From an optimization exercise on the open Yosys and OpenROAD flow, aimed at small area and a short achievable clock period; shortcuts taken in it are not production practice. The RTL was checked by simulation tests, not by an equivalence proof against the original design. Power figures rest on the tool's default switching activity, not on a simulated workload.

Setup of exp/tundra:
==> flow/design.v <==
module synchronous_fifo#(parameter FIFO_WIDTH = 32, NO_OF_ELEMENTS = 32, FIFO_DEPTH = $clog2(NO_OF_ELEMENTS))
(	input clk, resetn, w_en, r_en,
	input [FIFO_WIDTH-1:0] d_in,
	output [FIFO_WIDTH-1:0] d_out,
	output full, empty
	);
	localparam N = NO_OF_ELEMENTS;
	reg [FIFO_WIDTH-1:0] d_out_reg;
	reg [FIFO_WIDTH-1:0] mem [N-1:0];
	reg [3:0] w_lo;                  
	reg [N/4-1:0] w_hi;              
	reg [N-1:0] r_sel;               
	reg [FIFO_DEPTH-1:0] count;      
	reg nfull_i, empty_i;            
	reg full_o, nempty_o;            
	wire wr = w_en & nfull_i;
	wire rd = r_en & ~empty_i;
	wire one_left = (count == 1);
	wire one_free = (count == N-1);
	reg [FIFO_WIDTH-1:0] rdata;
	integer k;
	always @(*) begin
		rdata = 0;
		for (k = 0; k < N; k = k + 1)
			rdata = rdata | (mem[k] & {FIFO_WIDTH{r_sel[k]}});
	end
	genvar i;
	generate
		for (i = 0; i < N; i = i + 1) begin : g_word
			always @(posedge clk)
				if (wr & w_lo[i % 4] & w_hi[i / 4])
					mem[i] <= d_in;
		end
	endgenerate
	always @(posedge clk or negedge resetn) begin
		if (~resetn) begin
			w_lo <= 1;
			w_hi <= 1;
			r_sel <= 1;
			count <= 0;
			nfull_i <= 1'b1;
			empty_i <= 1'b1;
			full_o <= 1'b0;
			nempty_o <= 1'b0;
			d_out_reg <= 0;
		end else begin
			if (wr) begin
				w_lo <= {w_lo[2:0], w_lo[3]};
				if (w_lo[3])
					w_hi <= {w_hi[N/4-2:0], w_hi[N/4-1]};
			end
			if (rd) begin
				r_sel <= {r_sel[N-2:0], r_sel[N-1]};
				d_out_reg <= rdata;
			end
			if (wr & ~rd) begin
				count <= count + 1'b1;
				empty_i <= 1'b0;
				nempty_o <= 1'b1;
				nfull_i <= ~one_free;
				full_o <= one_free;
			end else if (rd & ~wr) begin
				count <= count - 1'b1;
				nfull_i <= 1'b1;
				full_o <= 1'b0;
				empty_i <= one_left;
				nempty_o <= ~one_left;
			end
		end
	end
	assign d_out = d_out_reg;
	assign full = full_o;
	assign empty = ~nempty_o;
endmodule
clock: 3.3 ns
lec_check: 0
cap_margin: 20
core_margin: 2
core_utilization: 62
setup_slack_margin: 1.4
slew_margin: 20
standard.sh (not shown) runs the stock make flow with config.mk's settings and CLKGATE_MAP_FILE= SYNTH_SCRIPT=/design/flow/synth_recipe.tcl, a recipe that flattens the netlist after the stock synthesis.
==> flow/flow/run.sh <==
#!/bin/bash
set -e
cp standard.sh standard.sh.txt
export CTS_ARGS="-sink_clustering_enable -repair_clock_nets -dont_use_dummy_load"
bash standard.sh > standard.log 2>&1
[inputs] exp/harbor vs exp/tundra
- SETUP_SLACK_MARGIN: 1.4 -> 1.45
- CORE_UTILIZATION: 62 -> 78
==> flow/run.sh (new file) <==
#!/bin/bash
# synth_recipe.tcl (not shown) runs the flow's synth.tcl, then flattens the netlist and writes it again
# the make line also repeats each setting of config.mk as NAME=value (left out here)
make -C /OpenROAD-flow-scripts/flow DESIGN_CONFIG=/design/flow/config.mk WORK_HOME=/design/flow/orfs CLKGATE_MAP_FILE= SYNTH_SCRIPT=/design/flow/synth_recipe.tcl finish
removed: flow/flow/run.sh
removed: flow/standard.sh
Results
Looking at last weighted congestion value of the routability-driven placer, exp/harbor sits 5.6% higher than exp/tundra does. Diff exp/tundra..exp/harbor | synthesized cell count | unchanged. Sort exp/tundra and exp/harbor by number of buffers created by CTS, ascending, and exp/harbor comes first. exp/harbor -> exp/tundra: worst-case setup slack after placement flat. exp/harbor: it failed during 5_1_grt, and the tool reported GRT-0232. Higher starting utilization of the core area goes to exp/harbor over exp/tundra. Summary of exp/harbor over exp/tundra: distinct cell type count of the synthesized netlist held steady, cell count after placement shrank by 6.7%, die height decreased about 11%, die span in x fell 11%. The higher sum of net half-perimeters after detailed placement of exp/tundra and exp/harbor is in exp/tundra. Of exp/tundra and exp/harbor, the run reporting the higher buffers inserted during post-CTS setup optimization was exp/harbor.
> inputs changed (exp/harbor -> exp/raven)
- changing CORE_UTILIZATION from 78 to 70
- changing SETUP_SLACK_MARGIN from 1.45 to 1.4
- setting ABC_CLOCK_PERIOD_IN_PS to 1800 for the first time
[summary]
Quantity of hold-fixing buffers added after cts came out exactly the same in exp/raven and exp/harbor.
As far as number of enable-type register cells in the synthesized netlist goes, exp/raven and exp/harbor are indistinguishable; the numbers are identical.
Summary: pre-CTS setup slack, exp/raven worse than exp/harbor
Height of the die (exp/harbor / exp/raven): 0.948
Re number of cells upsized or downsized after cts: exp/raven and exp/harbor aren't equal, and the lower value belongs to exp/raven.
exp/raven completed; timing, DRC and antenna clean
| total instance count after detailed placement | higher: exp/raven |
The placed standard-cell area in exp/raven was higher than what exp/harbor gave.
### exp/raven -> exp/violet
- removing ABC_CLOCK_PERIOD_IN_PS (formerly 1800)
- changing CORE_UTILIZATION from 70 to 50
- changing SETUP_SLACK_MARGIN from 1.4 to 1.5
Notes after the runs:
Looking at worst-case headroom to the max-slew limit across both flows, exp/violet is the stronger of the two, with exp/raven trailing.
On exp/violet: register-to-register slack is 90 ps higher than what exp/raven gave.
Of exp/violet and exp/raven, the higher placed cell count belongs to exp/violet.
Post-layout minimum cycle time for exp/violet is higher than for exp/raven.
Relative to exp/raven, the power of exp/violet is higher by 0.78 mW.
met3 usage in global routing on exp/violet is down relative to exp/raven.
For the area growth from synthesis to final layout, exp/violet came in 7.8 points higher than exp/raven did.
Compared with exp/raven, in exp/violet logic gate share of total power up 0.5 points; fmax down about 1.8%; sum of routed wire length over all layers up 21%; worst setup skew after layout flat.

========
job 1130:
RTL: the design.v shown in full above, as it stands there.
make LEC_CHECK=0 CAP_MARGIN=20 CORE_MARGIN=2 CORE_UTILIZATION=85 SETUP_SLACK_MARGIN=1.4 SLEW_MARGIN=20 finish   # period 3.3 ns
run.sh (not shown) runs the stock make flow with config.mk's settings and CLKGATE_MAP_FILE= SYNTH_SCRIPT=/design/flow/synth_recipe.tcl, a recipe that flattens the netlist after the stock synthesis.
Stock flow here: none of the scripts above is used.
Run status, job 1130: aborted in 4_1_cts, error DPL-0033
Relative to job 1130, the following input files were edited for job 9399:
# job 1130
export LEC_CHECK = 0
export CAP_MARGIN = 20
export CORE_MARGIN = 2
export CORE_UTILIZATION = 85
export SETUP_SLACK_MARGIN = 1.4
export SLEW_MARGIN = 20
create_clock -name core_clock -period 3.3 [get_ports {clk}]
# job 9399
export LEC_CHECK = 0
export CAP_MARGIN = 20
export CORE_MARGIN = 2
export CORE_UTILIZATION = 70
export CTS_BUF_LIST = sky130_fd_sc_hd__clkbuf_8
export SETUP_SLACK_MARGIN = 1.4
export SLEW_MARGIN = 20
create_clock -name core_clock -period 3.3 [get_ports {clk}]
--- outcome ---
- Job 9399 was carried through to the last stage, and its layout satisfied the timing, design-rule and antenna checks.
- When the final numbers for job 9399 and job 1130 were put side by side, the vertical die dimension turned out to be greater in job 9399.
- Note that the buffer count from post-CTS setup fixing recorded for job 9399 amounts to 0.40 times the value seen in job 1130.
- Job 9399 against job 1130: area of the mapped netlist roughly the same, H-tree depth reported by CTS higher, row count higher.
- Between job 1130 and job 9399, the flow reports weighted congestion at the end of routability-driven global placement decreasing by a few percent.
- Job 9399: detailed-placement wirelength estimate about 1.2% above job 1130
- Changes observed in job 9399 relative to job 1130: overall die width went up; pre-CTS setup slack down 0.031 ns; number of gates given a new drive strength after cts -23%.
--- input diff job 9399..job 7388 ---
# job 9399
export LEC_CHECK = 0
export CAP_MARGIN = 20
export CORE_MARGIN = 2
export CORE_UTILIZATION = 70
export CTS_BUF_LIST = sky130_fd_sc_hd__clkbuf_8
export SETUP_SLACK_MARGIN = 1.4
export SLEW_MARGIN = 20
create_clock -name core_clock -period 3.3 [get_ports {clk}]
# job 7388
export LEC_CHECK = 0
export CAP_MARGIN = 20
export CORE_MARGIN = 2
export CORE_UTILIZATION = 50
export SETUP_SLACK_MARGIN = 1.3
export SLEW_MARGIN = 20
create_clock -name core_clock -period 3.3 [get_ports {clk}]
Job 7388: share of the final layout cell area in sequential cells is 1.5 points lower than what job 9399 reported.
Compare job 9399 and job 7388 | effective utilization at floorplan lower: job 7388
Job 7388 vs job 9399: total power density per cell area up
Summary of the comparison: minimum clock period is lower in job 7388, relative to job 9399.

-- afterwards: timing with drivers on the ports --
The flow's constraints put no driver on any port. The routed layouts listed below were extracted and timed again, unchanged, in two steps.
Step 1 assumes that a clkbuf_16 drives the clock port and a buf_2 every other input.
Step 2, shift: input delay + t, output delay - t, t = (earliest + latest rising clock arrival at the registers) / 2. This alone moves slack from input paths to output paths.
Slacks: ideal / step 1 / step 2; pairs: ideal / step 1.
run	t (ns)	setup slack, ns	cell pins on the clock port's net
exp/tundra	0.718	1.356 / 1.285 / 0.757	1
exp/raven	0.724	1.361 / 1.301 / 0.726	1
exp/violet	0.742	1.326 / 1.257 / 0.857	1
job 9399	0.878	1.218 / 1.159 / 0.689	1
job 7388	0.735	1.281 / 1.259 / 0.611	1
After both steps setup and hold are still met in every run listed. The setup slack of job 7388, which loses most, moves by -0.022 ns with the drivers and by -0.670 ns with both steps.
